This is an optimization exercise on Yosys and OpenROAD, whose aim is small area, not a production implementation. The RTL was checked by simulation tests, not by an equivalence proof against the original design. The flow treats the clock pin as an ideal source, which a real chip does not have. Power figures rest on the tool's default switching activity, not on a simulated workload.

$ cat design.v
module disp_logic(
    input      [11:0] data,
    input      [1:0]  ro,
    input      [2:0]  pos,
    output reg [7:0]  DIG,
    output     [5:0]  SEL
);
    assign SEL = ~(6'b1 << pos);
    wire [5:0] p = data[10:5];
    reg        hund;
    reg  [3:0] tens;
    reg  [2:0] rm;
    always @(*) begin
        case (p)
            6'd0: {hund, tens, rm} = 8'b0_0000_000;
            6'd1: {hund, tens, rm} = 8'b0_0000_001;
            6'd2: {hund, tens, rm} = 8'b0_0000_010;
            6'd3: {hund, tens, rm} = 8'b0_0000_011;
            6'd4: {hund, tens, rm} = 8'b0_0000_100;
            6'd5: {hund, tens, rm} = 8'b0_0001_000;
            6'd6: {hund, tens, rm} = 8'b0_0001_001;
            6'd7: {hund, tens, rm} = 8'b0_0001_010;
            6'd8: {hund, tens, rm} = 8'b0_0001_011;
            6'd9: {hund, tens, rm} = 8'b0_0001_100;
            6'd10: {hund, tens, rm} = 8'b0_0010_000;
            6'd11: {hund, tens, rm} = 8'b0_0010_001;
            6'd12: {hund, tens, rm} = 8'b0_0010_010;
            6'd13: {hund, tens, rm} = 8'b0_0010_011;
            6'd14: {hund, tens, rm} = 8'b0_0010_100;
            6'd15: {hund, tens, rm} = 8'b0_0011_000;
            6'd16: {hund, tens, rm} = 8'b0_0011_001;
            6'd17: {hund, tens, rm} = 8'b0_0011_010;
            6'd18: {hund, tens, rm} = 8'b0_0011_011;
            6'd19: {hund, tens, rm} = 8'b0_0011_100;
            6'd20: {hund, tens, rm} = 8'b0_0100_000;
            6'd21: {hund, tens, rm} = 8'b0_0100_001;
            6'd22: {hund, tens, rm} = 8'b0_0100_010;
            6'd23: {hund, tens, rm} = 8'b0_0100_011;
            6'd24: {hund, tens, rm} = 8'b0_0100_100;
            6'd25: {hund, tens, rm} = 8'b0_0101_000;
            6'd26: {hund, tens, rm} = 8'b0_0101_001;
            6'd27: {hund, tens, rm} = 8'b0_0101_010;
            6'd28: {hund, tens, rm} = 8'b0_0101_011;
            6'd29: {hund, tens, rm} = 8'b0_0101_100;
            6'd30: {hund, tens, rm} = 8'b0_0110_000;
            6'd31: {hund, tens, rm} = 8'b0_0110_001;
            6'd32: {hund, tens, rm} = 8'b0_0110_010;
            6'd33: {hund, tens, rm} = 8'b0_0110_011;
            6'd34: {hund, tens, rm} = 8'b0_0110_100;
            6'd35: {hund, tens, rm} = 8'b0_0111_000;
            6'd36: {hund, tens, rm} = 8'b0_0111_001;
            6'd37: {hund, tens, rm} = 8'b0_0111_010;
            6'd38: {hund, tens, rm} = 8'b0_0111_011;
            6'd39: {hund, tens, rm} = 8'b0_0111_100;
            6'd40: {hund, tens, rm} = 8'b0_1000_000;
            6'd41: {hund, tens, rm} = 8'b0_1000_001;
            6'd42: {hund, tens, rm} = 8'b0_1000_010;
            6'd43: {hund, tens, rm} = 8'b0_1000_011;
            6'd44: {hund, tens, rm} = 8'b0_1000_100;
            6'd45: {hund, tens, rm} = 8'b0_1001_000;
            6'd46: {hund, tens, rm} = 8'b0_1001_001;
            6'd47: {hund, tens, rm} = 8'b0_1001_010;
            6'd48: {hund, tens, rm} = 8'b0_1001_011;
            6'd49: {hund, tens, rm} = 8'b0_1001_100;
            6'd50: {hund, tens, rm} = 8'b1_0000_000;
            6'd51: {hund, tens, rm} = 8'b1_0000_001;
            6'd52: {hund, tens, rm} = 8'b1_0000_010;
            6'd53: {hund, tens, rm} = 8'b1_0000_011;
            6'd54: {hund, tens, rm} = 8'b1_0000_100;
            6'd55: {hund, tens, rm} = 8'b1_0001_000;
            6'd56: {hund, tens, rm} = 8'b1_0001_001;
            6'd57: {hund, tens, rm} = 8'b1_0001_010;
            6'd58: {hund, tens, rm} = 8'b1_0001_011;
            6'd59: {hund, tens, rm} = 8'b1_0001_100;
            6'd60: {hund, tens, rm} = 8'b1_0010_000;
            6'd61: {hund, tens, rm} = 8'b1_0010_001;
            6'd62: {hund, tens, rm} = 8'b1_0010_010;
            6'd63: {hund, tens, rm} = 8'b1_0010_011;
            default: {hund, tens, rm} = 8'b0;
        endcase
    end
    wire [3:0] units = {rm, data[4]};
    wire [3:0] nm = data[3:0] & ~(4'b0111 >> ro);
    reg  [3:0] dk0, dk1, dk2, dk3;
    always @(*) begin
        case (nm)
            4'd0: {dk0, dk1, dk2, dk3} = 16'h0000;
            4'd1: {dk0, dk1, dk2, dk3} = 16'h0625;
            4'd2: {dk0, dk1, dk2, dk3} = 16'h1250;
            4'd3: {dk0, dk1, dk2, dk3} = 16'h1875;
            4'd4: {dk0, dk1, dk2, dk3} = 16'h2500;
            4'd5: {dk0, dk1, dk2, dk3} = 16'h3125;
            4'd6: {dk0, dk1, dk2, dk3} = 16'h3750;
            4'd7: {dk0, dk1, dk2, dk3} = 16'h4375;
            4'd8: {dk0, dk1, dk2, dk3} = 16'h5000;
            4'd9: {dk0, dk1, dk2, dk3} = 16'h5625;
            4'd10: {dk0, dk1, dk2, dk3} = 16'h6250;
            4'd11: {dk0, dk1, dk2, dk3} = 16'h6875;
            4'd12: {dk0, dk1, dk2, dk3} = 16'h7500;
            4'd13: {dk0, dk1, dk2, dk3} = 16'h8125;
            4'd14: {dk0, dk1, dk2, dk3} = 16'h8750;
            4'd15: {dk0, dk1, dk2, dk3} = 16'h9375;
            default: {dk0, dk1, dk2, dk3} = 16'h0000;
        endcase
    end
    wire [3:0] sgn  = data[11] ? 4'd11 : 4'd10;
    wire [3:0] hdig = hund ? 4'd1 : 4'd10;
    reg  [3:0] tmp;
    reg        point;
    always @(*) begin
        point = 1'b1;
        tmp   = 4'd10;
        case ({ro, pos})
            {2'd3, 3'd0}: tmp = tens;
            {2'd3, 3'd1}: begin tmp = units; point = 1'b0; end
            {2'd3, 3'd2}: tmp = dk0;
            {2'd3, 3'd3}: tmp = dk1;
            {2'd3, 3'd4}: tmp = dk2;
            {2'd3, 3'd5}: tmp = dk3;
            {2'd0, 3'd0}: tmp = sgn;
            {2'd0, 3'd2}: tmp = hdig;
            {2'd0, 3'd3}: tmp = tens;
            {2'd0, 3'd4}: begin tmp = units; point = 1'b0; end
            {2'd0, 3'd5}: tmp = dk0;
            {2'd1, 3'd0}: tmp = sgn;
            {2'd1, 3'd1}: tmp = hdig;
            {2'd1, 3'd2}: tmp = tens;
            {2'd1, 3'd3}: begin tmp = units; point = 1'b0; end
            {2'd1, 3'd4}: tmp = dk0;
            {2'd1, 3'd5}: tmp = dk1;
            {2'd2, 3'd0}: tmp = sgn;
            {2'd2, 3'd1}: tmp = tens;
            {2'd2, 3'd2}: begin tmp = units; point = 1'b0; end
            {2'd2, 3'd3}: tmp = dk0;
            {2'd2, 3'd4}: tmp = dk1;
            {2'd2, 3'd5}: tmp = dk2;
            default: tmp = 4'd10;
        endcase
    end
    always @(*) begin
        case (tmp)
            4'd0 : DIG = {point, 7'b100_0000};
            4'd1 : DIG = {point, 7'b111_1001};
            4'd2 : DIG = {point, 7'b010_0100};
            4'd3 : DIG = {point, 7'b011_0000};
            4'd4 : DIG = {point, 7'b001_1001};
            4'd5 : DIG = {point, 7'b001_0010};
            4'd6 : DIG = {point, 7'b000_0010};
            4'd7 : DIG = {point, 7'b111_1000};
            4'd8 : DIG = {point, 7'b000_0000};
            4'd9 : DIG = {point, 7'b001_0000};
            4'd10: DIG = {point, 7'b111_1111};
            default: DIG = {point, 7'b011_1111};
        endcase
    end
endmodule
module temp_top #(parameter MS_200 = 24'd400_000)(
    input               clk,
    input               rst_n,
    input       [2:0]   key_in,
    input               dq_in,
    output reg          dq_out,
    output      [5:0]   SEL,
    output      [7:0]   DIG
);
    reg  [15:0] fcnt;
    wire        tick = (fcnt == 16'h98c6);
    reg  [2:0]  q;                               
    reg  [1:0]  ax;                              
    wire        end400 = tick & (&q);
    always @(posedge clk or negedge rst_n) begin
        if (!rst_n) begin
            fcnt <= 16'h218c;
            q    <= 3'd0;
            ax   <= 2'd0;
        end else begin
            fcnt <= {fcnt[14:12], fcnt[11] ^ tick, fcnt[10:0], fcnt[15] ^ fcnt[2]};
            if (tick) begin
                q  <= q + 3'd1;
                ax <= (ax == 2'd0) ? 2'd2 : (ax == 2'd2) ? 2'd3 : 2'd0;
            end
        end
    end
    reg  [2:0]  pos;
    always @(*) begin
        case ({ax ^ 2'd2, q[0]})
            3'b00_1: pos = 3'd0;
            3'b00_0: pos = 3'd3;
            3'b01_1: pos = 3'd4;
            3'b01_0: pos = 3'd1;
            3'b10_1: pos = 3'd2;
            default: pos = 3'd5;
        endcase
    end
    reg  [2:0]  k0x;                             
    wire [2:0]  k0 = k0x ^ 3'b001;
    reg         nreg, add_flag, dd;
    reg  [19:0] dcnt;
    wire        E   = add_flag & (dcnt == 20'h96226);    
    wire        run = add_flag & ~E;
    always @(posedge clk or negedge rst_n) begin
        if (!rst_n) begin
            k0x      <= 3'b000;
            nreg     <= 1'b0;
            add_flag <= 1'b0;
            dd       <= 1'b0;
        end else begin
            k0x      <= key_in ^ 3'b001;
            nreg     <= |(~key_in & k0);
            add_flag <= nreg | run;
            dd       <= E;
        end
    end
    always @(posedge clk)
        dcnt <= run ? {~dcnt[18:0], ~(dcnt[19] ^ dcnt[2])} : 20'd0;
    wire        anypress = dd & ~(&k0);
    localparam [3:0] S_IDLE   = 4'b0000,
                     S_INIT0  = 4'b0100,
                     S_INIT1  = 4'b0101,
                     S_SKROM  = 4'b0110,
                     S_SET0   = 4'b1110,
                     S_SET1   = 4'b1111,
                     S_SET2   = 4'b1101,
                     S_SET3   = 4'b1100,
                     S_CONVW  = 4'b0010,
                     S_READW  = 4'b1010,
                     S_CONVR  = 4'b0011,
                     S_READR0 = 4'b1011,
                     S_READR1 = 4'b1001,
                     S_INIT1P = 4'b0111,     
                     S_CONVD  = 4'b0001;     
    reg  [3:0]  st;
    reg  [11:0] cnt;
    reg  [2:0]  bitc;
    reg  [12:0] sr;          
    reg  [11:0] data;        
    reg         valid;
    reg  [1:0]  rn;          
    reg  [1:0]  ron;         
    wire [1:0]  r  = ~rn;
    wire [1:0]  ro = ~ron;
    reg         flag_set, flag_convert, flag_read;
    wire s_idle  = (st == S_IDLE);
    wire s_init  = (st == S_INIT0) | (st == S_INIT1) | (st == S_INIT1P);
    wire s_read  = (st == S_CONVR) | (st == S_CONVD) | (st == S_READR0) | (st == S_READR1);
    wire s_write = ~s_idle & ~s_init & ~s_read;
    wire c3999    = (cnt == 12'd3999);
    wire cnt_end  = s_init ? ((bitc == 3'd6) & (cnt == 12'd999)) : c3999;
    wire se       = ~s_idle & cnt_end;
    wire byte_end = se & (&bitc);
    wire samp     = (cnt == 12'd600);
    wire ins = ((st == S_READR0) | ((st == S_READR1) & ~bitc[2])) & samp;
    wire [11:0] rd;
    genvar gk;
    generate
        for (gk = 0; gk < 12; gk = gk + 1) begin : g_rd
            assign rd[gk] = sr[(9 * gk + 2) % 13];
        end
    endgenerate
    wire set2idle  = (st == S_SET3)   & byte_end;
    wire conv2idle = (st == S_CONVD);
    wire read2idle = (st == S_READR1) & byte_end;
    reg  [7:0] sbyte;
    always @(*) begin
        case (st)
            S_SKROM: sbyte = 8'hcc;
            S_CONVW: sbyte = 8'h44;
            S_READW: sbyte = 8'hbe;
            S_SET0:  sbyte = 8'h4e;
            S_SET1:  sbyte = 8'h28;
            S_SET2:  sbyte = 8'hf6;
            default: sbyte = {1'b0, r, 5'h1f};
        endcase
    end
    wire sbit = sbyte[bitc];
    always @(*) begin
        if (s_read)
            dq_out = (cnt > 12'd150);
        else if (s_write)
            dq_out = sbit ? (cnt > 12'd350) : (cnt > 12'd3500);
        else
            dq_out = (st != S_INIT0);
    end
    always @(posedge clk or negedge rst_n) begin
        if (!rst_n) begin
            st <= S_IDLE;
        end else begin
            case (st)
                S_IDLE:   if (flag_set | flag_convert | flag_read) st <= S_INIT0;
                S_INIT0:  if (se) st <= S_INIT1;
                S_INIT1:  if (se) st <= S_IDLE; else if (~dq_in) st <= S_INIT1P;
                S_INIT1P: if (se) st <= S_SKROM;
                S_SKROM:  if (byte_end) st <= flag_set ? S_SET0 : flag_convert ? S_CONVW : S_READW;
                S_SET0:   if (byte_end) st <= S_SET1;
                S_SET1:   if (byte_end) st <= S_SET2;
                S_SET2:   if (byte_end) st <= S_SET3;
                S_SET3:   if (byte_end) st <= S_IDLE;
                S_CONVW:  if (byte_end) st <= S_CONVR;
                S_CONVR:  if (samp & dq_in) st <= S_CONVD;
                S_CONVD:  st <= S_IDLE;
                S_READW:  if (byte_end) st <= S_READR0;
                S_READR0: if (byte_end) st <= S_READR1;
                S_READR1: if (byte_end) st <= S_IDLE;
                default:  st <= S_IDLE;
            endcase
        end
    end
    always @(posedge clk) begin
        cnt <= (s_idle | cnt_end | c3999) ? 12'd0 : cnt + 12'd1;
        if (s_idle | (s_init & cnt_end))
            bitc <= 3'd0;
        else if (c3999)
            bitc <= bitc + 3'd1;
        sr <= {ins ? dq_in : sr[0], sr[12:1]};
    end
    always @(posedge clk)
        if (read2idle)
            data <= rd;
    always @(posedge clk or negedge rst_n) begin
        if (!rst_n) begin
            flag_set     <= 1'b0;
            flag_convert <= 1'b0;
            flag_read    <= 1'b0;
            rn           <= 2'd0;
            ron          <= 2'd0;
            valid        <= 1'b0;
        end else begin
            if (anypress)
                flag_set <= 1'b1;
            else if (set2idle)
                flag_set <= 1'b0;
            if (end400)
                flag_convert <= 1'b1;
            else if (conv2idle)
                flag_convert <= 1'b0;
            if (conv2idle)
                flag_read <= 1'b1;
            else if (read2idle)
                flag_read <= 1'b0;
            if (anypress)
                case (k0)
                    3'b011:  rn <= 2'd3;
                    3'b101:  rn <= 2'd2;
                    3'b110:  rn <= 2'd1;
                    default: rn <= 2'd0;
                endcase
            if (read2idle) begin
                valid <= 1'b1;
                ron   <= rn;
            end
        end
    end
    disp_logic u_disp (
        .data (data & {12{valid}}),
        .ro   (ro),
        .pos  (pos),
        .DIG  (DIG),
        .SEL  (SEL)
    );
endmodule
$ cat flow/run.sh
#!/bin/bash
# Own layout flow: the standard synthesis, then its combinational logic
# mapped again with a stronger, area-oriented ABC script (the flip-flops,
# their names and cell types are kept as the standard synthesis made them),
# then the standard layout, with 1x buffers on the ports and the clock
# buffered by hand (four clkbuf_16 straight from the clock port, see
# manual_cts.tcl) in place of TritonCTS's tree.
# Each tool's output goes to a log file of its own in the work folder.
set -euo pipefail
W=$(pwd)
F=$W/flow
R=$W/orfs/results/$FLOW_PLATFORM/temp_top/base
L=$W/orfs/logs/$FLOW_PLATFORM/temp_top/base
LIB=$FLOW_HOME/platforms/$FLOW_PLATFORM/lib/sky130_fd_sc_hd__tt_025C_1v80.lib
YOSYS=$FLOW_HOME/../tools/install/yosys/bin/yosys
[[ -x $YOSYS ]] || YOSYS=$(command -v yosys)

# 1. standard synthesis
bash standard.sh "$R/1_2_yosys.v" > "$W/flow_synth.log" 2>&1
cp "$R/1_2_yosys.v" "$W/std_1_2_yosys.v"

# 2. remap the combinational logic: rounds of ABC runs with different seeds,
#    each round starting from the smallest netlist so far
python3 "$F/gen_models.py" "$LIB" "$W/combmodels.v" > "$W/flow_models.log" 2>&1
DONT_USE=$(grep -o -- '-dont_use [A-Za-z0-9_]*' "$L/1_2_yosys.log" | sort -u | tr '\n' ' ')
area() { grep 'Chip area' "$1" | tail -1 | awk '{print $NF}'; }

cur=$W/std_1_2_yosys.v
best=""
for round in 1 2 3 4; do
  for s in 1 2 3 4; do
    tag=r${round}_s${s}
    sed "s/&deepsyn -T 30/\&deepsyn -T 90 -S $s/" "$F/remap.abc" > "$W/remap_$tag.abc"
    cat > "$W/remap_$tag.ys" <<EOF
read_liberty -lib $LIB
read_verilog -overwrite $W/combmodels.v
read_verilog $cur
hierarchy -top $FLOW_TOP
flatten
proc
techmap
opt -fast -purge
abc -liberty $LIB $DONT_USE -script $W/remap_$tag.abc
opt_clean -purge
hilomap -singleton -hicell sky130_fd_sc_hd__conb_1 HI -locell sky130_fd_sc_hd__conb_1 LO
insbuf -buf sky130_fd_sc_hd__buf_4 A X
opt_clean -purge
stat -liberty $LIB
write_verilog -noattr -nohex -nodec $W/remap_$tag.v
EOF
    "$YOSYS" -s "$W/remap_$tag.ys" > "$W/flow_remap_$tag.log" 2>&1 &
  done
  wait
  for s in 1 2 3 4; do
    tag=r${round}_s${s}
    a=$(area "$W/flow_remap_$tag.log" || true)
    [[ -n "$a" && -s "$W/remap_$tag.v" ]] || continue
    if [[ -z "$best" ]] || python3 -c "import sys; sys.exit(0 if $a < $best else 1)"; then
      best=$a; cur=$W/remap_$tag.v
    fi
  done
  echo "round $round: best $best from $cur" >> "$W/flow_remap_rounds.log"
done

cat > "$W/remap_check.ys" <<EOF
read_liberty -lib $LIB
read_verilog $cur
hierarchy -top $FLOW_TOP
check -assert -mapped
stat -liberty $LIB
EOF
"$YOSYS" -s "$W/remap_check.ys" > "$W/flow_remap_check.log" 2>&1
cp "$cur" "$R/1_2_yosys.v"

# 3. standard layout from the remapped netlist
export BUFFER_PORTS_ARGS="-buffer_cell sky130_fd_sc_hd__buf_1"
export PRE_CTS_TCL="$F/manual_cts.tcl"
export CTS_ARGS="-sink_clustering_enable -repair_clock_nets -buf_list {sky130_fd_sc_hd__clkbuf_4 sky130_fd_sc_hd__clkbuf_8} -root_buf sky130_fd_sc_hd__clkbuf_8 -dont_use_dummy_load -sink_clustering_size 12"
bash standard.sh > "$W/flow_layout.log" 2>&1
$ cat flow/gen_models.py
#!/usr/bin/env python3
"""Write a Verilog model (assign statements) of every combinational cell of a
liberty file, so that Yosys can flatten a mapped netlist's gates back into
logic while the flip-flops stay as library cells.
usage: gen_models.py LIB OUT.v"""
import re
import sys

lib = open(sys.argv[1]).read()
out = []
for c in re.split(r'\n\s*cell\s*\(', lib)[1:]:
    name = re.match(r'\s*"?(\w+)"?', c).group(1)
    if re.search(r'\n\s*(ff|ff_bank|latch|latch_bank|statetable)\s*\(', c):
        continue
    ins, outs = [], []
    for m in re.finditer(r'(?<![\w])pin\s*\(\s*"?(\w+)"?\s*\)\s*\{', c):
        body = c[m.end():]
        d = re.search(r'direction\s*:\s*"?(\w+)"?', body).group(1)
        if d == 'input':
            ins.append(m.group(1))
        elif d == 'output':
            head = body.split('timing')[0]
            f = re.search(r'function\s*:\s*"([^"]*)"', head)
            outs.append((m.group(1), f.group(1) if f else None))
    if not outs or any(f is None or 'VPWR' in f or 'VGND' in f for _, f in outs):
        continue
    s = 'module %s(%s);\n' % (name, ', '.join(ins + [o for o, _ in outs]))
    for i in ins:
        s += '  input %s;\n' % i
    for o, f in outs:
        s += '  output %s;\n  assign %s = %s;\n' % (o, o, f.replace('!', '~'))
    out.append(s + 'endmodule\n')
open(sys.argv[2], 'w').write(''.join(out))
print(len(out), 'combinational cell models')
$ cat flow/manual_cts.tcl
# Clock buffering by hand: the flip-flop clock pins on net clk are split
# into NB groups by position, and each group gets one clkbuf_16 at its
# centroid, driven straight from the clock port.
proc manual_clock_buffers { nb cell } {
  set block [ord::get_db_block]
  set net [$block findNet clk]
  set sinks {}
  foreach it [$net getITerms] {
    if { [$it isInputSignal] || [$it isClocked] } {
      set inst [$it getInst]
      set loc [$inst getLocation]
      lappend sinks [list [lindex $loc 0] [lindex $loc 1] [$inst getName]/[[$it getMTerm] getName]]
    }
  }
  set n [llength $sinks]
  # split by x into two halves, each by y into nb/2 groups
  set byx [lsort -integer -index 0 $sinks]
  set half [expr { ($n + 1) / 2 }]
  set groups {}
  foreach part [list [lrange $byx 0 [expr {$half - 1}]] [lrange $byx $half end]] {
    set byy [lsort -integer -index 1 $part]
    set m [llength $byy]
    set k [expr { $nb / 2 }]
    for { set g 0 } { $g < $k } { incr g } {
      set lo [expr { $g * $m / $k }]
      set hi [expr { ($g + 1) * $m / $k - 1 }]
      lappend groups [lrange $byy $lo $hi]
    }
  }
  set dbu [$block getDbUnitsPerMicron]
  set i 0
  foreach grp $groups {
    set sx 0; set sy 0; set pins {}
    foreach s $grp {
      set sx [expr { $sx + [lindex $s 0] }]
      set sy [expr { $sy + [lindex $s 1] }]
      lappend pins [get_pins [lindex $s 2]]
    }
    set c [llength $grp]
    set x [expr { double($sx) / $c / $dbu }]
    set y [expr { double($sy) / $c / $dbu }]
    insert_buffer -buffer_cell $cell -net clk -load_pins $pins -location [list $x $y] -buffer_name clkbuf_m$i -net_name clknet_m$i
    puts "clock buffer clkbuf_m$i: $c sinks at ($x, $y)"
    incr i
  }
}

# Sourced by ORFS's cts.tcl before clock_tree_synthesis (PRE_CTS_TCL): buffer
# the clock by hand with four clkbuf_16, then keep TritonCTS off these nets.
manual_clock_buffers 4 sky130_fd_sc_hd__clkbuf_16
set_cts_config -skip_nets {clk clknet_m0 clknet_m1 clknet_m2 clknet_m3}
$ cat flow/remap.abc
strash
&get -n
&deepsyn -T 30
&put
strash
dch -f
amap
topo
$ cat standard.sh
#!/bin/bash
# synth_recipe.tcl (not shown) runs the flow's synth.tcl, then flattens the netlist and writes it again
# the make line also repeats each setting of config.mk as NAME=value (left out here)
make -C /OpenROAD-flow-scripts/flow DESIGN_CONFIG=/design/flow/config.mk WORK_HOME=/design/flow/orfs CLKGATE_MAP_FILE= SYNTH_SCRIPT=/design/flow/synth_recipe.tcl "${@:-finish}"
$ cat config.mk
export PLATFORM = sky130hd
export DESIGN_NAME = temp_top
export DESIGN_NICKNAME = temp_top
export VERILOG_FILES = /design/flow/design.v
export SDC_FILE = /design/flow/constraint.sdc
export NUM_CORES = 4
export LEC_CHECK = 0
export CAP_MARGIN = 20
export CORE_MARGIN = 2
export CORE_UTILIZATION = 70
export CTS_BUF_LIST = sky130_fd_sc_hd__clkbuf_8
export SLEW_MARGIN = 20
$ cat constraint.sdc
create_clock -name core_clock -period 250.0 [get_ports {clk}]
set_input_delay 50.0000 -clock core_clock [delete_from_list [all_inputs] [get_ports {clk}]]
set_output_delay 50.0000 -clock core_clock [all_outputs]
set_load 0.01 [all_outputs]
==> impl_metrics.env, run 1 <==
export IMPL_io_buffers=20
export IMPL_grt_overflow_total=0
export IMPL_area_delta_synth_final_pct=6.70
export IMPL_worstPathArrival_ps=3870
export IMPL_coreArea_um2=5510
export IMPL_syn_num_nets=439
export IMPL_antennaDiodeCount=0
export IMPL_maxCapViolations=0
export IMPL_hold_end="sr[5]"
export IMPL_status="finished clean"
export IMPL_cp_max_fo=5
export IMPL_timing_fmax_mhz=18.6
export IMPL_finalHoldViolCount=0
export IMPL_slew_viol_final=0
export IMPL_grt_pass1_wl_um=13000
export IMPL_critPathRequiredTime_ps=200000
export IMPL_cp_end_kind="primary output"
export IMPL_drive_gt1_share_pct=2.19
export IMPL_drc_errors=0
export IMPL_critPathMaxStageDelay_ps=430
export IMPL_r2r_cells=12
export IMPL_whs_path_depth=0
export IMPL_clkLatencyLatePin_ps=160
export IMPL_postCtsResizedCells=0
export IMPL_fin_nets=465
export IMPL_cp_common_cell="clkinv_1"
export IMPL_layout_common_cells="nor2_1 (91), clkinv_1 (59), dfxtp_1 (48)"
export IMPL_dieArea_um2=6330
export IMPL_crit_type="reg -> out"
export IMPL_syn_inst=433
export IMPL_r2r_start="cnt[8]"
export IMPL_finalPower_w=0.0000297
export IMPL_io_pins=21
export IMPL_min_from="sr[6]"
export IMPL_period_minus_slack_ps=53870
export IMPL_slew_headroom_pct=38.8
export IMPL_syn_cell_area_um2=4000
export IMPL_place_congestion=0.866
export IMPL_initial_core_util_pct=72.6
export IMPL_first_iter_violations=262
export IMPL_antenna_found_initial=0
export IMPL_clk_pin_slew_worst_paths_ps=90
export IMPL_start_kind="flip-flop"
export IMPL_hp_class="reg -> reg"
export IMPL_grt_use_total_pct=24.9
export IMPL_ir_worst_vdd_mv=0.00815
export IMPL_grt_max_degree=40
export IMPL_r2r_end="data[7]"
export IMPL_tightest_slew_ps=919
export IMPL_r2r_setup_slack_ps=246920
export IMPL_post_cts_buffers=0
export IMPL_firstDrtPassIters=5
export IMPL_critPathBufInv=4
export IMPL_slowest_stage="a222oi_1"
export IMPL_via_count=3286
export IMPL_rsz0062_at_grt="no"
export IMPL_vias_per_cell=6.21
export IMPL_leakage_nw=1.62
export IMPL_finClkSkew_ps=11.7
export IMPL_crit_chain="clkinv_1, nor2_1, nand2_1, o22a_1, a222oi_1, clkinv_1, a211oi_1, a2111oi_0, nor2_1, clkinv_1, or3_1, o21ai_0, nand3_1, o21ai_0, a21boi_0, buf_1"
export IMPL_ys_warn_count=2
export IMPL_hpwl_um=5790
export IMPL_rows=27
export IMPL_grt_pass1_vias=2952
export IMPL_fill_cells=386
export IMPL_power_per_cell_area_nw_per_um2=6.96
export IMPL_fin_crit_sh_pct=21.5
export IMPL_wl_um=7830
export IMPL_holdBufCountCts=0
export IMPL_syn_area_per_cell_um2=9.23
export IMPL_die_h_um=79.6
export IMPL_critPathTopFamily="compound AO/OA/AOI/OAI gates"
export IMPL_ant_nets=0
export IMPL_setup_tns_ps=0
export IMPL_layout_commonest_cell="nor2_1"
export IMPL_setup_viol=0
export IMPL_wl_per_cell_um=14.8
export IMPL_die_w_um=79.6
through the flow:
step           setup WS, ps  instance area [um2]  util (%)  std cells  hold WS (ps)
2_1_floorplan        196920                 4000         -        433           310
3_3_place_gp         196540                 4160      75.6        525           313
3_5_place_dp         196510                 4160      75.6        525           331
4_1_cts              196480                 4260      77.4        529           336
5_1_grt              195900                 4270      77.5        529           361
6_report             196130                 4270      77.5        529           352
power breakdown:
group	internal, W	leakage [nW]	total [W]	switching [W]
sequential	0.0000185	0.978	0.0000199	0.00000145
combinational	0.00000137	0.596	0.00000316	0.00000179
clock	0.00000293	0.0493	0.00000663	0.00000370
total	0.0000228	1.62	0.0000297	0.00000694
registers in the layout, indices dropped and copies added, names as in the netlist, 3 cells and up:
signal  flops
k0x         3
sr         13
st          4
q           3
bitc        3
dcnt       20
fcnt       16
cnt        12
data       12
final cells by class, without the clock buffers:
type	count	area, um2	share of cell area (%)
multi-input cells	275	1470	34.6
inverters	59	221	5.19
well taps	72	90.1	2.11
repair buffers	20	76.3	1.79
flip-flops and latches	99	2300	54.0
worst register-to-register path, cell delays in order (launching register included):
cell and delay [ps]:
dfxtp_1 400, clkinv_1 120, nor2_1 200, clkinv_1 150
nor3_1 200, nor2_1 60, nor3_1 270, nand4_1 200
nor2_1 200, nand2_1 120, nor2_1 240, nand4_1 220
clkinv_1 350
metal layers:
layer,wire length (um),track usage (%),up-vias
met5,0,0,-
met4,240,5.52,0
met3,471,1.70,23
met2,3800,44.5,141
met1,3320,33.3,1528
li1,-,-,1594
worst max-delay path by stage:
stage	from	to	slack, ps	cells after the start
3_3_place_gp	q[0]	DIG[1]	196540	16
2_1_floorplan	ron[1]	DIG[1]	196920	15
3_5_place_dp	q[0]	DIG[1]	196510	16
4_1_cts	q[0]	DIG[1]	196480	16
5_1_grt	q[0]	DIG[1]	195900	16
6_report	q[0]	DIG[1]	196130	16
==> inputs of run 2 (changes only) <==
--- a/design.v
+++ b/design.v
@@ -244,8 +244,8 @@
     wire s_init  = (st == S_INIT0) | (st == S_INIT1) | (st == S_INIT1P);
     wire s_read  = (st == S_CONVR) | (st == S_CONVD) | (st == S_READR0) | (st == S_READR1);
     wire s_write = ~s_idle & ~s_init & ~s_read;
-    wire c3999    = (cnt == 12'd3999);
-    wire cnt_end  = s_init ? ((bitc == 3'd6) & (cnt == 12'd999)) : c3999;
+    wire c3999    = &(cnt | ~12'd3999);
+    wire cnt_end  = s_init ? ((&bitc[2:1]) & (cnt == 12'd999)) : c3999;
     wire se       = ~s_idle & cnt_end;
     wire byte_end = se & (&bitc);
     wire samp     = (cnt == 12'd600);
--- a/flow/run.sh
+++ b/flow/run.sh
@@ -30,7 +30,8 @@
 for round in 1 2 3 4; do
   for s in 1 2 3 4; do
     tag=r${round}_s${s}
-    sed "s/&deepsyn -T 30/\&deepsyn -T 90 -S $s/" "$F/remap.abc" > "$W/remap_$tag.abc"
+    seed=$(( (round - 1) * 4 + s ))
+    sed "s/&deepsyn -T 30/\&deepsyn -T 90 -S $seed/" "$F/remap.abc" > "$W/remap_$tag.abc"
     cat > "$W/remap_$tag.ys" <<EOF
 read_liberty -lib $LIB
 read_verilog -overwrite $W/combmodels.v
==> run 2 against run 1 <==
- still clean
- sequential power decreased by 6%
- synthesized area decreased by 0.19%
- synthesized cell count increased by 2.5%
- first-iteration DRC count decreased by 9.2%
- maximum frequency increased by 0.37%
- routed wire length decreased by 0.46%
- final cell count increased by 2.3%
- critical path depth decreased by 1
- clock skew decreased by 6.5 ps
- clock power increased by 0.9%
- die area decreased by 0.18%
- register-to-register slack got worse by 90 ps
- critical endpoint is now DIG[6]
- largest cell class unchanged
==> impl_metrics.env, run 2 <==
export IMPL_cp_max_fo=6
export IMPL_die_h_um=79.5
export IMPL_rows=27
export IMPL_clk_pin_slew_worst_paths_ps=90
export IMPL_syn_inst=444
export IMPL_slowest_stage="o41ai_1"
export IMPL_critPathRequiredTime_ps=200000
export IMPL_layout_commonest_cell="nor2_1"
export IMPL_leakage_nw=1.68
export IMPL_ir_worst_vdd_mv=0.00779
export IMPL_cp_end_kind="primary output"
export IMPL_wl_per_cell_um=14.4
export IMPL_ff_latch_area_um2=2300
export IMPL_power_per_cell_area_nw_per_um2=6.25
export IMPL_clkLatencyLatePin_ps=160
export IMPL_place_congestion=1.00
export IMPL_grt_overflow_total=0
export IMPL_crit_chain="clkinv_1, nor2_1, clkinv_1, nor2_1, o21a_1, or2_0, o21ai_0, a32o_1, o41ai_1, clkinv_1, nor4_1, nor2_1, a21o_1, o21ai_0, buf_1"
export IMPL_slew_headroom_pct=38.9
export IMPL_syn_area_per_cell_um2=8.99
export IMPL_tightest_slew_ps=917
export IMPL_drc_errors=0
export IMPL_fin_crit_sh_pct=21.5
export IMPL_postCtsResizedCells=0
export IMPL_worstPathArrival_ps=3670
export IMPL_grt_max_degree=40
export IMPL_grt_pass1_vias=2941
export IMPL_dpl_cell_count=537
export IMPL_critPathBufInv=4
export IMPL_grt_pass1_wl_um=13400
export IMPL_setup_viol=0
export IMPL_multi_input_area_um2=1480
export IMPL_slew_viol_final=0
export IMPL_syn_cell_area_um2=3990
export IMPL_drive_gt1_share_pct=2.56
export IMPL_layout_common_cells="nor2_1 (97), clkinv_1 (59), dfxtp_1 (48)"
export IMPL_holdBufCountCts=0
export IMPL_regMostFlops="dcnt"
export IMPL_critPathMaxStageDelay_ps=570
export IMPL_final_cells=541
export IMPL_maxCapViolations=0
export IMPL_post_cts_buffers=0
export IMPL_first_iter_violations=238
export IMPL_finClkSkew_ps=5.19
export IMPL_hp_class="reg -> reg"
export IMPL_syn_num_nets=450
export IMPL_timing_fmax_mhz=18.6
export IMPL_finalHoldViolCount=0
export IMPL_fin_nets=477
export IMPL_coreArea_um2=5510
export IMPL_start_kind="flip-flop"
export IMPL_initial_core_util_pct=72.5
export IMPL_fill_cells=377
export IMPL_dieArea_um2=6320
export IMPL_hpwl_um=5730
export IMPL_status="finished clean"
export IMPL_critPathTopFamily="compound AO/OA/AOI/OAI gates"
export IMPL_rsz0062_at_grt="no"
export IMPL_ant_nets=0
export IMPL_antenna_found_initial=0
export IMPL_vias_per_cell=5.94
export IMPL_period_minus_slack_ps=53670
export IMPL_area_delta_synth_final_pct=7.15
export IMPL_via_count=3215
export IMPL_grt_use_total_pct=25.6
export IMPL_ys_warn_count=2
export IMPL_wl_um=7800
export IMPL_io_buffers=20
export IMPL_io_pins=21
export IMPL_setup_tns_ps=0
export IMPL_crit_type="reg -> out"
export IMPL_largest_reg_flops=20
export IMPL_reg_top3="dcnt x20, fcnt x16, sr x13"
export IMPL_antennaDiodeCount=0
export IMPL_die_w_um=79.5
export IMPL_firstDrtPassIters=6
run 2: layer usage:
metal / vias up / global-route usage [%] / part of all wire (%) / routed length, um
li1: 1596 / - / - / -
met1: 1469 / 36.6 / 44 / 3440
met2: 136 / 44.8 / 48 / 3710
met3: 14 / 1.58 / 6.8 / 530
met4: 0 / 2.93 / 1.5 / 119
met5: - / 0 / 0 / 0
run 2: area by class of cell, without the clock buffers:
cell class                 instances  area share [%]
inverter                          59            5.18
sequential                        99            53.9
tap                               72            2.11
timing repair buffer              21            1.96
multi-input combinational        286            34.5
run 2: path summary, 6_finish.rpt:
kind                              from        end  slack (ps)  depth (start not counted)
worst max-delay path              q[0]     DIG[6]      196330                         15
worst min-delay path             sr[6]      sr[5]         340                          0
worst max register to register  cnt[2]     ron[0]      246830                         12
worst min register to register   sr[6]      sr[5]         340                          0
max in group asynchronous        rst_n  flag_read      199470                          1
min in group asynchronous        rst_n      ax[0]       49960                          1
run 2: power by group:
group,internal [W],switching [W]
clock network,0.00000293,0.00000376
logic,0.000000595,0.000000710
registers,0.0000178,0.000000957
total,0.0000213,0.00000543
run 2: through the flow:
step | worst slack (ps) | util, % | hold slack (ps) | power (W) | cell area (um2)
2_1_floorplan | 197050 | - | 310 | 0.0000197 | 3990
3_3_place_gp | 196910 | 75.7 | 312 | 0.0000202 | 4170
3_5_place_dp | 196650 | 75.7 | 312 | 0.0000203 | 4170
4_1_cts | 196610 | 77.5 | 312 | 0.0000257 | 4270
5_1_grt | 195900 | 77.6 | 357 | 0.0000276 | 4280
6_report | 196330 | 77.6 | 339 | 0.0000267 | 4280
==> inputs of run 3 (changes only) <==
--- a/design.v
+++ b/design.v
@@ -244,11 +244,12 @@
     wire s_init  = (st == S_INIT0) | (st == S_INIT1) | (st == S_INIT1P);
     wire s_read  = (st == S_CONVR) | (st == S_CONVD) | (st == S_READR0) | (st == S_READR1);
     wire s_write = ~s_idle & ~s_init & ~s_read;
-    wire c3999    = &(cnt | ~12'd3999);
-    wire cnt_end  = s_init ? ((&bitc[2:1]) & (cnt == 12'd999)) : c3999;
+    localparam [11:0] C0 = 12'd0;
+    wire c3999    = &(cnt | ~(C0 + 12'd3999));
+    wire cnt_end  = s_init ? ((bitc == 3'd6) & (cnt == C0 + 12'd999)) : c3999;
     wire se       = ~s_idle & cnt_end;
     wire byte_end = se & (&bitc);
-    wire samp     = (cnt == 12'd600);
+    wire samp     = (cnt == C0 + 12'd600);
     wire ins = ((st == S_READR0) | ((st == S_READR1) & ~bitc[2])) & samp;
     wire [11:0] rd;
     genvar gk;
@@ -275,9 +276,9 @@
     wire sbit = sbyte[bitc];
     always @(*) begin
         if (s_read)
-            dq_out = (cnt > 12'd150);
+            dq_out = (cnt > C0 + 12'd150);
         else if (s_write)
-            dq_out = sbit ? (cnt > 12'd350) : (cnt > 12'd3500);
+            dq_out = sbit ? (cnt > C0 + 12'd350) : (cnt > C0 + 12'd3500);
         else
             dq_out = (st != S_INIT0);
     end
@@ -306,7 +307,7 @@
         end
     end
     always @(posedge clk) begin
-        cnt <= (s_idle | cnt_end | c3999) ? 12'd0 : cnt + 12'd1;
+        cnt <= (s_idle | cnt_end | c3999) ? C0 : cnt + 12'd1;
         if (s_idle | (s_init & cnt_end))
             bitc <= 3'd0;
         else if (c3999)
--- a/flow/run.sh
+++ b/flow/run.sh
@@ -30,8 +30,7 @@
 for round in 1 2 3 4; do
   for s in 1 2 3 4; do
     tag=r${round}_s${s}
-    seed=$(( (round - 1) * 4 + s ))
-    sed "s/&deepsyn -T 30/\&deepsyn -T 90 -S $seed/" "$F/remap.abc" > "$W/remap_$tag.abc"
+    sed "s/&deepsyn -T 30/\&deepsyn -T 90 -S $s/" "$F/remap.abc" > "$W/remap_$tag.abc"
     cat > "$W/remap_$tag.ys" <<EOF
 read_liberty -lib $LIB
 read_verilog -overwrite $W/combmodels.v
==> run 3 against run 2 <==
- still clean on timing, DRC and antenna
- clock power decreased by 2%
- final area grew 0.29%
- global-route usage rose by 0.14 points
- register-to-register slack better by 430 ps
- combinational power about the same
- flip-flop and latch count did not move
- first-iteration DRC count is 13% lower
- critical path type unchanged
- largest power group unchanged
==> impl_metrics.env, run 3 <==
export IMPL_fill_cells=370
export IMPL_drc_errors=0
export IMPL_drive_gt1_share_pct=2.31
export IMPL_maxCapViolations=0
export IMPL_timing_fmax_mhz=18.4
export IMPL_tightest_slew_ps=903
export IMPL_whs_path_depth=0
export IMPL_r2r_setup_slack_ps=247260
export IMPL_syn_num_nets=457
export IMPL_clk_pin_slew_worst_paths_ps=90
export IMPL_p_clk_share_pct=24.7
export IMPL_finClkSkew_ps=10.3
export IMPL_finalHoldViolCount=0
export IMPL_hpwl_um=6190
export IMPL_dpl_cell_count=544
export IMPL_initial_core_util_pct=72.9
export IMPL_cp_max_fo=6
export IMPL_slew_headroom_pct=39.8
export IMPL_layout_commonest_cell="nor2_1"
export IMPL_critPathRequiredTime_ps=200000
export IMPL_grt_overflow_total=0
export IMPL_worstPathArrival_ps=4310
export IMPL_die_h_um=79.7
export IMPL_rsz0062_at_grt="no"
export IMPL_leakage_nw=1.64
export IMPL_antennaDiodeCount=0
export IMPL_grt_max_degree=40
export IMPL_fin_nets=484
export IMPL_start_kind="flip-flop"
export IMPL_syn_cell_area_um2=4010
export IMPL_vias_per_cell=5.98
export IMPL_crit_type="reg -> out"
export IMPL_power_switching_w=0.00000521
export IMPL_hold_end="sr[5]"
export IMPL_syn_area_per_cell_um2=8.90
export IMPL_sw_frac_of_total_pct=19.6
export IMPL_io_pins=21
export IMPL_grt_use_total_pct=25.8
export IMPL_die_w_um=79.7
export IMPL_antenna_found_initial=0
export IMPL_final_area_um2=4290
export IMPL_wl_per_cell_um=14.7
export IMPL_wl_um=8070
export IMPL_power_frac_seq_pct=70.4
export IMPL_fin_crit_sh_pct=21.7
export IMPL_first_iter_violations=207
export IMPL_slew_viol_final=0
export IMPL_reg_top3="dcnt x20, fcnt x16, sr x13"
export IMPL_via_count=3277
export IMPL_dieArea_um2=6360
export IMPL_holdBufCountCts=0
export IMPL_postCtsResizedCells=0
export IMPL_syn_inst=451
export IMPL_power_frac_comb_pct=4.8
export IMPL_cp_end_kind="primary output"
export IMPL_power_internal_w=0.0000213
export IMPL_min_from="sr[6]"
export IMPL_power_per_cell_area_nw_per_um2=6.19
export IMPL_rows=27
export IMPL_r2r_start="cnt[0]"
export IMPL_ir_worst_vdd_mv=0.00896
export IMPL_ant_nets=0
export IMPL_regMostFlops="dcnt"
export IMPL_setup_tns_ps=0
export IMPL_grt_pass1_wl_um=13200
export IMPL_r2r_end="data[10]"
export IMPL_post_cts_buffers=0
export IMPL_finalPower_w=0.0000265
export IMPL_largest_reg_flops=20
export IMPL_coreArea_um2=5510
export IMPL_place_area_um2=4190
export IMPL_status="finished clean"
export IMPL_firstDrtPassIters=5
export IMPL_final_cells=548
export IMPL_period_minus_slack_ps=54310
export IMPL_setup_viol=0
export IMPL_io_buffers=20
export IMPL_ys_warn_count=2
export IMPL_area_delta_synth_final_pct=6.83
export IMPL_whs_ps=333
export IMPL_place_congestion=0.972
export IMPL_grt_pass1_vias=2946
export IMPL_r2r_cells=11
export IMPL_layout_common_cells="nor2_1 (94), clkinv_1 (64), dfxtp_1 (48)"
export IMPL_clkLatencyLatePin_ps=160
export IMPL_hp_class="reg -> reg"
## run 3: final cells by class, without the clock buffers
type                    count  area, um2  area share (%)
inverters                  64        240            5.60
multi-input cells         288       1470            34.3
flip-flops and latches     99       2300            53.7
well taps                  72       90.1            2.10
repair buffers             21       83.8            1.96
## run 3: stage by stage
step / utilization [%] / worst slack, ps
floorplan: - / 196500
global placement: 76.1 / 196340
detailed placement: 76.1 / 196020
CTS: 77.9 / 196000
global route: 77.9 / 195340
finish: 77.9 / 195690
## run 3: power by group through the flow
| stage | registers (W) | logic, W | clock network, W |
|---|---|---|---|
| final | 0.0000187 | 0.00000128 | 0.00000657 |
| after global routing | 0.0000189 | 0.00000150 | 0.00000719 |
| after CTS | 0.0000191 | 0.00000132 | 0.00000527 |
| after detailed placement | 0.0000190 | 0.00000131 | 0 |
| after global placement | 0.0000189 | 0.00000116 | 0 |
| after floorplan | 0.0000187 | 0.000000912 | 0 |
## run 3: worst max-delay path: stages (launching register included)
cell and delay (ps):
dfrtp_1 400, clkinv_1 160, nor2_1 270, o21ai_0 140
nand2_1 120, clkinv_1 110, o22ai_1 190, clkinv_1 120
a32oi_1 320, clkinv_1 150, nand2_1 130, o32ai_1 90
or4_1 420, nor3_1 480, o21a_1 220, or2_0 150
o21ai_0 110, o21ai_0 300, o21ai_0 140, buf_1 150
## run 3: how the worst max path moves through the flow
stage | startpoint | end | slack, ps | depth (start not counted)
final | q[0] | DIG[3] | 195690 | 19
after global routing | q[0] | DIG[3] | 195340 | 19
after CTS | q[0] | DIG[3] | 196000 | 19
after global placement | q[0] | DIG[3] | 196340 | 19
after detailed placement | q[0] | DIG[3] | 196020 | 19
after floorplan | q[0] | DIG[3] | 196500 | 18
## run 3: routing by layer
| metal | up-vias | global-route usage (%) | share of wire [%] |
|---|---|---|---|
| met2 | 118 | 43.0 | 47 |
| met3 | 13 | 1.24 | 4.9 |
| li1 | 1615 | - | - |
| met1 | 1531 | 38.4 | 46 |
| met5 | - | 0 | 0 |
| met4 | 0 | 4.31 | 1.8 |
==> inputs of run 4 (changes only) <==
--- a/design.v
+++ b/design.v
@@ -246,7 +246,7 @@
     wire s_write = ~s_idle & ~s_init & ~s_read;
     localparam [11:0] C0 = 12'd0;
     wire c3999    = &(cnt | ~(C0 + 12'd3999));
-    wire cnt_end  = s_init ? ((bitc == 3'd6) & (cnt == C0 + 12'd999)) : c3999;
+    wire cnt_end  = s_init ? ((&bitc[2:1]) & (cnt == C0 + 12'd999)) : c3999;
     wire se       = ~s_idle & cnt_end;
     wire byte_end = se & (&bitc);
     wire samp     = (cnt == C0 + 12'd600);
==> run 4 against run 3 <==
- critical path type unchanged
- final area down 0.23%
- critical endpoint is now DIG[6]
- combinational power down 5%
- via count about the same
- highest routed layer unchanged
- maximum frequency up 1.1%
- clock skew down 2.4 ps
- clock power up 0.6%
- first-iteration DRC count up 26%
- synthesized cell count unchanged
- register-to-register slack worse by 340 ps
- synthesized area down 0.12%
==> impl_metrics.env, run 4 <==
export IMPL_status="finished clean"
export IMPL_grt_pass1_wl_um=13500
export IMPL_finClkSkew_ps=7.94
export IMPL_rsz0062_at_grt="no"
export IMPL_whs_ps=335
export IMPL_maxCapViolations=0
export IMPL_vias_per_cell=5.99
export IMPL_ys_warn_count=2
export IMPL_grt_max_degree=40
export IMPL_grt_pass1_vias=3017
export IMPL_post_route_util_pct=77.7
export IMPL_regMostFlops="dcnt"
export IMPL_reg_top3="dcnt x20, fcnt x16, sr x13"
export IMPL_firstDrtPassIters=6
export IMPL_area_delta_synth_final_pct=6.71
export IMPL_worstPathArrival_ps=3740
export IMPL_post_cts_buffers=0
export IMPL_holdBufCountCts=0
export IMPL_syn_inst=451
export IMPL_period_minus_slack_ps=53740
export IMPL_die_h_um=79.7
export IMPL_leakage_nw=1.64
export IMPL_drc_errors=0
export IMPL_cp_end_kind="primary output"
export IMPL_dieArea_um2=6350
export IMPL_postCtsResizedCells=0
export IMPL_syn_num_nets=457
export IMPL_ff_latch_area_um2=2300
export IMPL_rows=27
export IMPL_coreArea_um2=5510
export IMPL_io_pins=21
export IMPL_crit_type="reg -> out"
export IMPL_setup_tns_ps=0
export IMPL_cp_max_fo=5
export IMPL_wl_um=7790
export IMPL_critPathRequiredTime_ps=200000
export IMPL_syn_cell_area_um2=4010
export IMPL_slew_viol_final=0
export IMPL_final_cells=547
export IMPL_via_count=3278
export IMPL_timing_fmax_mhz=18.6
export IMPL_clkLatencyLatePin_ps=160
export IMPL_place_congestion=0.983
export IMPL_antenna_found_initial=0
export IMPL_tightest_slew_ps=1020
export IMPL_dp_slack_ps=196600
export IMPL_fin_crit_sh_pct=21.5
export IMPL_clk_pin_slew_worst_paths_ps=90
export IMPL_largest_reg_flops=20
export IMPL_first_iter_violations=261
export IMPL_grt_overflow_total=0
export IMPL_fin_ws_ps=196260
export IMPL_setup_viol=0
export IMPL_layout_commonest_cell="nor2_1"
export IMPL_die_w_um=79.7
export IMPL_finalHoldViolCount=0
export IMPL_layout_common_cells="nor2_1 (85), clkinv_1 (66), dfxtp_1 (48)"
export IMPL_dpl_cell_count=543
export IMPL_grt_use_total_pct=26.0
export IMPL_initial_core_util_pct=72.8
export IMPL_ir_worst_vdd_mv=0.0104
export IMPL_start_kind="flip-flop"
export IMPL_fin_nets=483
export IMPL_multi_input_area_um2=1460
export IMPL_fill_cells=381
export IMPL_hp_class="reg -> reg"
export IMPL_slew_headroom_pct=31.5
export IMPL_antennaDiodeCount=0
export IMPL_syn_area_per_cell_um2=8.89
export IMPL_power_per_cell_area_nw_per_um2=6.18
export IMPL_wl_per_cell_um=14.2
export IMPL_io_buffers=20
export IMPL_hpwl_um=5920
export IMPL_ant_nets=0
export IMPL_drive_gt1_share_pct=2.32
run 4: layout make-up, without the clock buffers:
class | instances | share of cell area [%]
sequential | 99 | 53.8
multi-input combinational | 286 | 34.1
inverter | 66 | 5.79
tap | 72 | 2.11
timing repair buffer | 20 | 1.78
run 4: path summary, 6_finish.rpt:
path,start,end,slack [ps],cells after the start
min,sr[6],sr[5],340,0
min in group asynchronous,rst_n,ax[0],49960,1
max in group asynchronous,rst_n,flag_set,199480,1
max reg2reg,cnt[8],ron[1],246920,12
min reg2reg,sr[6],sr[5],340,0
max,ax[0],DIG[6],196260,14
run 4: power breakdown:
part	leakage [nW]	total (W)	switching, W	internal [W]
logic	0.616	0.00000121	0.000000588	0.000000617
registers	0.970	0.0000186	0.000000852	0.0000178
clock network	0.0493	0.00000661	0.00000368	0.00000293
total	1.64	0.0000264	0.00000512	0.0000213
run 4: critical path, cell delays in order (launching register included):
cell and delay, ps:
dfrtp_1 430, clkinv_1 190, nor3_1 330, o21a_1 180
or2_0 140, nor3_1 60, a21oi_1 300, o32a_1 220
o21ai_0 100, o41ai_1 460, clkinv_1 230, nor4_1 350
nor2_1 110, o31ai_1 300, buf_1 190
run 4: metrics by stage:
stage               cell area, um2  power (W)
floorplan                     4010  0.0000196
global placement              4180  0.0000201
detailed placement            4180  0.0000202
CTS                           4280  0.0000255
global route                  4280  0.0000275
finish                        4280  0.0000264
run 4: per-layer routing:
layer | track usage, % | part of all wire (%) | wire length (um) | vias to the layer above
li1 | - | - | - | 1616
met1 | 36.8 | 44 | 3410 | 1503
met2 | 44.5 | 48 | 3710 | 136
met3 | 1.47 | 6.3 | 487 | 23
met4 | 6.21 | 2.3 | 180 | 0
met5 | 0 | 0 | 0 | -
==> inputs of run 5 (changes only) <==
--- a/design.v
+++ b/design.v
@@ -244,12 +244,11 @@
     wire s_init  = (st == S_INIT0) | (st == S_INIT1) | (st == S_INIT1P);
     wire s_read  = (st == S_CONVR) | (st == S_CONVD) | (st == S_READR0) | (st == S_READR1);
     wire s_write = ~s_idle & ~s_init & ~s_read;
-    localparam [11:0] C0 = 12'd0;
-    wire c3999    = &(cnt | ~(C0 + 12'd3999));
-    wire cnt_end  = s_init ? ((&bitc[2:1]) & (cnt == C0 + 12'd999)) : c3999;
+    wire c3999    = &(cnt | ~12'd3999);
+    wire cnt_end  = s_init ? ((&bitc[2:1]) & (cnt == 12'd999)) : c3999;
     wire se       = ~s_idle & cnt_end;
     wire byte_end = se & (&bitc);
-    wire samp     = (cnt == C0 + 12'd600);
+    wire samp     = (cnt == 12'd600);
     wire ins = ((st == S_READR0) | ((st == S_READR1) & ~bitc[2])) & samp;
     wire [11:0] rd;
     genvar gk;
@@ -276,9 +275,9 @@
     wire sbit = sbyte[bitc];
     always @(*) begin
         if (s_read)
-            dq_out = (cnt > C0 + 12'd150);
+            dq_out = (cnt > 12'd150);
         else if (s_write)
-            dq_out = sbit ? (cnt > C0 + 12'd350) : (cnt > C0 + 12'd3500);
+            dq_out = sbit ? (cnt > 12'd350) : (cnt > 12'd3500);
         else
             dq_out = (st != S_INIT0);
     end
@@ -307,7 +306,7 @@
         end
     end
     always @(posedge clk) begin
-        cnt <= (s_idle | cnt_end | c3999) ? C0 : cnt + 12'd1;
+        cnt <= (s_idle | cnt_end | c3999) ? 12'd0 : cnt + 12'd1;
         if (s_idle | (s_init & cnt_end))
             bitc <= 3'd0;
         else if (c3999)
--- a/flow/run.sh
+++ b/flow/run.sh
@@ -3,7 +3,7 @@
 # mapped again with a stronger, area-oriented ABC script (the flip-flops,
 # their names and cell types are kept as the standard synthesis made them),
 # then the standard layout, with 1x buffers on the ports and the clock
-# buffered by hand (four clkbuf_16 straight from the clock port, see
+# buffered by hand (three clkbuf_16 straight from the clock port, see
 # manual_cts.tcl) in place of TritonCTS's tree.
 # Each tool's output goes to a log file of its own in the work folder.
 set -euo pipefail
@@ -30,7 +30,8 @@
 for round in 1 2 3 4; do
   for s in 1 2 3 4; do
     tag=r${round}_s${s}
-    sed "s/&deepsyn -T 30/\&deepsyn -T 90 -S $s/" "$F/remap.abc" > "$W/remap_$tag.abc"
+    seed=$(( (round - 1) * 4 + s ))
+    sed "s/&deepsyn -T 30/\&deepsyn -T 90 -S $seed/" "$F/remap.abc" > "$W/remap_$tag.abc"
     cat > "$W/remap_$tag.ys" <<EOF
 read_liberty -lib $LIB
 read_verilog -overwrite $W/combmodels.v
==> flow/manual_cts.tcl (replaced) <==
# Clock buffering by hand: the flip-flop clock pins on net clk are split
# into NB groups by position (NB columns, by x), and each group gets one
# clock buffer at its centroid, driven straight from the clock port.
proc manual_clock_buffers { nb cell } {
  set block [ord::get_db_block]
  set net [$block findNet clk]
  set sinks {}
  foreach it [$net getITerms] {
    if { [$it isInputSignal] || [$it isClocked] } {
      set inst [$it getInst]
      set loc [$inst getLocation]
      lappend sinks [list [lindex $loc 0] [lindex $loc 1] [$inst getName]/[[$it getMTerm] getName]]
    }
  }
  set n [llength $sinks]
  # split by x into nb columns
  set byx [lsort -integer -index 0 $sinks]
  set groups {}
  for { set g 0 } { $g < $nb } { incr g } {
    set lo [expr { $g * $n / $nb }]
    set hi [expr { ($g + 1) * $n / $nb - 1 }]
    lappend groups [lrange $byx $lo $hi]
  }
  set dbu [$block getDbUnitsPerMicron]
  set i 0
  foreach grp $groups {
    set sx 0; set sy 0; set pins {}
    foreach s $grp {
      set sx [expr { $sx + [lindex $s 0] }]
      set sy [expr { $sy + [lindex $s 1] }]
      lappend pins [get_pins [lindex $s 2]]
    }
    set c [llength $grp]
    set x [expr { double($sx) / $c / $dbu }]
    set y [expr { double($sy) / $c / $dbu }]
    insert_buffer -buffer_cell $cell -net clk -load_pins $pins -location [list $x $y] -buffer_name clkbuf_m$i -net_name clknet_m$i
    puts "clock buffer clkbuf_m$i: $c sinks at ($x, $y)"
    incr i
  }
}

# Sourced by ORFS's cts.tcl before clock_tree_synthesis (PRE_CTS_TCL): buffer
# the clock by hand with three clkbuf_16, then keep TritonCTS off these nets.
manual_clock_buffers 3 sky130_fd_sc_hd__clkbuf_16
set_cts_config -skip_nets {clk clknet_m0 clknet_m1 clknet_m2}
==> run 5 against run 4 <==
- clock power is 11% lower
- final area grew 0.23%
- core utilization is 0.29 points lower
- worst setup slack better by 100 ps
- final cell count fell by 0.18%
- register-to-register slack got worse by 700 ps
- via count increased by 1.1%
- sequential power is essentially flat
- first-iteration DRC count fell by 24%
- largest power group unchanged
==> impl_metrics.env, run 5 <==
export IMPL_rsz0062_at_grt="no"
export IMPL_fin_nets=482
export IMPL_regMostFlops="dcnt"
export IMPL_vias_per_cell=6.07
export IMPL_slew_viol_final=0
export IMPL_via_count=3313
export IMPL_hold_end="sr[5]"
export IMPL_clkLatencyLatePin_ps=170
export IMPL_ys_warn_count=2
export IMPL_ir_worst_vdd_mv=0.00916
export IMPL_power_frac_seq_pct=72.2
export IMPL_power_internal_w=0.0000206
export IMPL_tightest_slew_ps=916
export IMPL_r2r_setup_slack_ps=246220
export IMPL_die_w_um=79.9
export IMPL_hpwl_um=5990
export IMPL_r2r_end="ron[0]"
export IMPL_holdBufCountCts=0
export IMPL_power_per_cell_area_nw_per_um2=6.02
export IMPL_power_switching_w=0.00000518
export IMPL_grt_max_degree=40
export IMPL_dieArea_um2=6390
export IMPL_power_frac_comb_pct=4.9
export IMPL_reg_top3="dcnt x20, fcnt x16, sr x13"
export IMPL_clk_pin_slew_worst_paths_ps=110
export IMPL_grt_use_total_pct=25.8
export IMPL_area_delta_synth_final_pct=6.26
export IMPL_fin_crit_sh_pct=21.5
export IMPL_ant_nets=0
export IMPL_r2r_start="st[1]"
export IMPL_wl_per_cell_um=14.6
export IMPL_critPathRequiredTime_ps=200000
export IMPL_drive_gt1_share_pct=2.11
export IMPL_postCtsResizedCells=0
export IMPL_crit_type="reg -> out"
export IMPL_coreArea_um2=5540
export IMPL_finClkSkew_ps=7.93
export IMPL_syn_num_nets=457
export IMPL_antennaDiodeCount=0
export IMPL_cp_end_kind="primary output"
export IMPL_maxCapViolations=0
export IMPL_layout_commonest_cell="nor2_1"
export IMPL_finalHoldViolCount=0
export IMPL_status="finished clean"
export IMPL_start_kind="flip-flop"
export IMPL_min_from="sr[6]"
export IMPL_grt_pass1_vias=3058
export IMPL_grt_pass1_wl_um=13600
export IMPL_sw_frac_of_total_pct=20.1
export IMPL_initial_core_util_pct=72.8
export IMPL_p_clk_share_pct=22.9
export IMPL_slew_headroom_pct=38.9
export IMPL_place_congestion=0.942
export IMPL_io_pins=21
export IMPL_wl_um=7970
export IMPL_io_buffers=20
export IMPL_hp_class="reg -> reg"
export IMPL_drc_errors=0
export IMPL_setup_viol=0
export IMPL_post_cts_buffers=0
export IMPL_grt_overflow_total=0
export IMPL_cp_max_fo=5
export IMPL_r2r_cells=13
export IMPL_whs_path_depth=0
export IMPL_period_minus_slack_ps=53630
export IMPL_leakage_nw=1.57
export IMPL_first_iter_violations=198
export IMPL_layout_common_cells="nor2_1 (92), clkinv_1 (63), dfxtp_1 (48)"
export IMPL_firstDrtPassIters=4
export IMPL_syn_cell_area_um2=4040
export IMPL_largest_reg_flops=20
export IMPL_whs_ps=339
export IMPL_setup_tns_ps=0
export IMPL_syn_area_per_cell_um2=8.95
export IMPL_finalPower_w=0.0000258
export IMPL_worstPathArrival_ps=3630
export IMPL_syn_inst=451
export IMPL_timing_fmax_mhz=18.6
export IMPL_die_h_um=79.9
export IMPL_rows=27
export IMPL_antenna_found_initial=0
==> run 5: final cells by class, without the clock buffers <==
| class | instances | area (um2) |
|---|---|---|
| flip-flops and latches | 99 | 2300 |
| inverters | 63 | 236 |
| well taps | 72 | 90.1 |
| multi-input cells | 289 | 1510 |
| fillers | 385 | 1250 |
| repair buffers | 20 | 76.3 |
==> run 5: how the worst max path moves through the flow <==
stage / startpoint / depth (start not counted) / slack [ps] / end
after floorplan: data[9] / 16 / 197090 / DIG[6]
after global placement: ax[0] / 17 / 196850 / DIG[6]
after detailed placement: data[9] / 17 / 196660 / DIG[6]
after CTS: data[9] / 17 / 196630 / DIG[6]
after global routing: data[9] / 17 / 195970 / DIG[6]
final: data[9] / 17 / 196370 / DIG[6]
==> run 5: power groups by stage <==
stage / combinational [W] / sequential (W) / clock, W
2_1_floorplan: 0.000000921 / 0.0000187 / 0
3_3_place_gp: 0.00000118 / 0.0000189 / 0
3_5_place_dp: 0.00000129 / 0.0000190 / 0
4_1_cts: 0.00000131 / 0.0000190 / 0.00000458
5_1_grt: 0.00000147 / 0.0000188 / 0.00000650
6_report: 0.00000127 / 0.0000186 / 0.00000591
==> run 5: through the flow <==
stage	std cells	instance area, um2	util, %	setup WS, ps
after floorplan	451	4040	-	197090
after global placement	543	4210	75.9	196850
after detailed placement	543	4210	75.9	196660
after CTS	546	4280	77.3	196630
after global routing	546	4290	77.4	195970
final	546	4290	77.4	196370
==> run 5: layer usage <==
layer	part of all wire [%]	GRT usage (%)	routed length (um)	vias up
li1	-	-	-	1622
met5	0	0	0	-
met1	43	33.7	3410	1531
met2	50	47.3	3970	143
met4	2.0	6.27	162	0
met3	5.3	1.13	421	17
==> run 5: critical path: stages, from the launching register on <==
cell	delay [ps]
edfxtp_1	450
clkinv_1	120
nand2_1	90
or2_0	290
nand3_1	120
nor2_1	60
a221oi_1	390
nor2_1	70
a2111oi_0	550
nor2_1	130
nor2_1	160
o21ai_0	160
nor2_1	190
a21oi_1	120
o21ai_0	90
o21ai_0	140
o21ai_0	180
buf_1	160
==> inputs of run 6 (changes only) <==
--- a/flow/run.sh
+++ b/flow/run.sh
@@ -27,11 +27,11 @@
 
 cur=$W/std_1_2_yosys.v
 best=""
-for round in 1 2 3 4; do
+for round in 1 2 3 4 5; do
   for s in 1 2 3 4; do
     tag=r${round}_s${s}
     seed=$(( (round - 1) * 4 + s ))
-    sed "s/&deepsyn -T 30/\&deepsyn -T 90 -S $seed/" "$F/remap.abc" > "$W/remap_$tag.abc"
+    sed "s/&deepsyn -T 30/\&deepsyn -T 120 -S $seed/" "$F/remap.abc" > "$W/remap_$tag.abc"
     cat > "$W/remap_$tag.ys" <<EOF
 read_liberty -lib $LIB
 read_verilog -overwrite $W/combmodels.v
==> run 6 against run 5 <==
- still clean on timing, DRC and antenna
- clock skew decreased by 0.73 ps
- global-route usage fell by 0.66 points
- die area fell by 1.3%
- register-to-register slack improved by 440 ps
- largest cell class unchanged
- highest routed layer unchanged
==> impl_metrics.env, run 6 <==
export IMPL_met2_length_um=3910
export IMPL_finalPower_w=0.0000285
export IMPL_postCtsResizedCells=0
export IMPL_clkLatencyLatePin_ps=170
export IMPL_grt_pass1_wl_um=13100
export IMPL_leakage_nw=1.61
export IMPL_period_minus_slack_ps=53650
export IMPL_met1_length_um=3410
export IMPL_r2r_end="ron[1]"
export IMPL_setup_viol=0
export IMPL_slew_viol_final=0
export IMPL_rows=27
export IMPL_antennaDiodeCount=0
export IMPL_reg_top3="dcnt x20, fcnt x16, sr x13"
export IMPL_ys_warn_count=2
export IMPL_syn_inst=434
export IMPL_first_iter_violations=180
export IMPL_highest_layer="met4"
export IMPL_area_delta_synth_final_pct=6.13
export IMPL_holdBufCountCts=0
export IMPL_slew_headroom_pct=35.1
export IMPL_setup_tns_ps=0
export IMPL_wl_met3_um=422
export IMPL_fill_cells=384
export IMPL_hold_end="sr[5]"
export IMPL_whs_ps=344
export IMPL_tightest_slew_ps=974
export IMPL_coreArea_um2=5510
export IMPL_min_from="sr[6]"
export IMPL_place_congestion=0.980
export IMPL_worstPathArrival_ps=3650
export IMPL_grt_overflow_total=0
export IMPL_post_cts_buffers=0
export IMPL_rsz0062_at_grt="no"
export IMPL_io_buffers=20
export IMPL_crit_type="reg -> out"
export IMPL_syn_cell_area_um2=3980
export IMPL_fin_nets=465
export IMPL_status="finished clean"
export IMPL_dieArea_um2=6310
export IMPL_drc_errors=0
export IMPL_critPathRequiredTime_ps=200000
export IMPL_die_h_um=79.4
export IMPL_hp_class="reg -> reg"
export IMPL_r2r_cells=14
export IMPL_syn_num_nets=440
export IMPL_vias_per_cell=6.20
export IMPL_grt_use_total_pct=25.1
export IMPL_io_pins=21
export IMPL_finalHoldViolCount=0
export IMPL_antenna_found_initial=0
export IMPL_clk_pin_slew_worst_paths_ps=110
export IMPL_via_count=3282
export IMPL_timing_fmax_mhz=18.6
export IMPL_cp_end_kind="primary output"
export IMPL_layout_commonest_cell="nor2_1"
export IMPL_ir_worst_vdd_mv=0.00821
export IMPL_ant_nets=0
export IMPL_grt_pass1_vias=2989
export IMPL_grt_max_degree=40
export IMPL_layout_common_cells="nor2_1 (97), clkinv_1 (59), dfxtp_1 (48)"
export IMPL_syn_area_per_cell_um2=9.17
export IMPL_firstDrtPassIters=5
export IMPL_r2r_start="cnt[2]"
export IMPL_r2r_setup_slack_ps=246660
export IMPL_drive_gt1_share_pct=2.19
export IMPL_largest_reg_flops=20
export IMPL_whs_path_depth=0
export IMPL_die_w_um=79.4
export IMPL_hpwl_um=5860
export IMPL_power_per_cell_area_nw_per_um2=6.74
export IMPL_regMostFlops="dcnt"
export IMPL_fin_crit_sh_pct=21.5
export IMPL_cp_max_fo=5
export IMPL_wl_per_cell_um=15.0
export IMPL_wl_um=7930
export IMPL_initial_core_util_pct=72.3
export IMPL_finClkSkew_ps=7.19
export IMPL_maxCapViolations=0
export IMPL_start_kind="flip-flop"
[run 6: routing by layer]
layer	track usage [%]	up-vias
li1	-	1595
met1	33.3	1519
met2	45.7	145
met3	1.47	23
met4	5.86	0
met5	0	-
[run 6: layout make-up, without the clock buffers]
cell class                 count  area (um2)  share of cell area, %
inverter                      59         221                   5.24
multi-input combinational    276        1460                   34.5
sequential                    99        2300                   54.5
tap                           72        90.1                   2.13
timing repair buffer          20        76.3                   1.81
[run 6: metrics by stage]
stage	cells	setup slack [ps]	util, %	area, um2
after floorplan	434	197190	-	3980
after global placement	526	196970	75.3	4150
after detailed placement	526	196720	75.3	4150
after CTS	529	196700	76.7	4220
after global routing	529	195980	76.7	4230
final	529	196350	76.7	4230
[run 6: report_power, final]
group,internal (W),switching [W]
combinational,0.00000125,0.00000201
clock,0.00000223,0.00000357
sequential,0.0000182,0.00000120
[run 6: worst max-delay path: stages, from the launching register on]
cell       delay [ps]
dfrtp_1           440
clkinv_1          160
nor3_1            350
clkinv_1          160
a32oi_1           290
o32a_1            310
o221ai_1          130
a2111oi_0         640
o21ai_0           300
nor3_1            290
nor2_1             60
o21ai_0           100
o21ai_0           120
buf_1             140
[run 6: worst max path at each step]
stage	from	cells after the start	endpoint
final	ax[0]	13	DIG[3]
after detailed placement	data[9]	16	DIG[3]
after global placement	data[9]	16	DIG[3]
after floorplan	ax[0]	12	DIG[3]
after global routing	data[9]	16	DIG[3]
after CTS	data[9]	16	DIG[3]

## re-timing with driven ports
Ports are ideal in the flow. The routed layouts listed here were re-timed in OpenROAD.
Step 1 (the two cells are an assumption about what drives the block):
set clk [get_ports {clk}]
set_driving_cell -lib_cell sky130_fd_sc_hd__clkbuf_16 $clk
set_driving_cell -lib_cell sky130_fd_sc_hd__buf_2 [delete_from_list [all_inputs] $clk]
Step 2 moves the port delays by t, midway between the first and last clock arrival at a register: inputs arrive t later, outputs are due t later. That takes back most of the time a late clock gives input paths.
Slacks: ideal / step 1 / step 2; pairs: ideal / step 1.
| run | shift t [ns] | setup slack, ns | hold WS [ns] |
|---|---|---|---|
| run 1 | 0.225 | 196.130 / 196.057 / 196.282 | 0.352 / 0.352 / 0.352 |
| run 2 | 0.226 | 196.328 / 196.256 / 196.481 | 0.339 / 0.339 / 0.339 |
| run 3 | 0.226 | 195.690 / 195.616 / 195.842 | 0.333 / 0.333 / 0.333 |
| run 4 | 0.228 | 196.264 / 196.188 / 196.415 | 0.335 / 0.335 / 0.335 |
| run 5 | 0.227 | 196.367 / 196.309 / 196.536 | 0.339 / 0.339 / 0.339 |
| run 6 | 0.229 | 196.350 / 196.288 / 196.517 | 0.344 / 0.344 / 0.344 |
After both steps setup and hold are still met in every run listed.
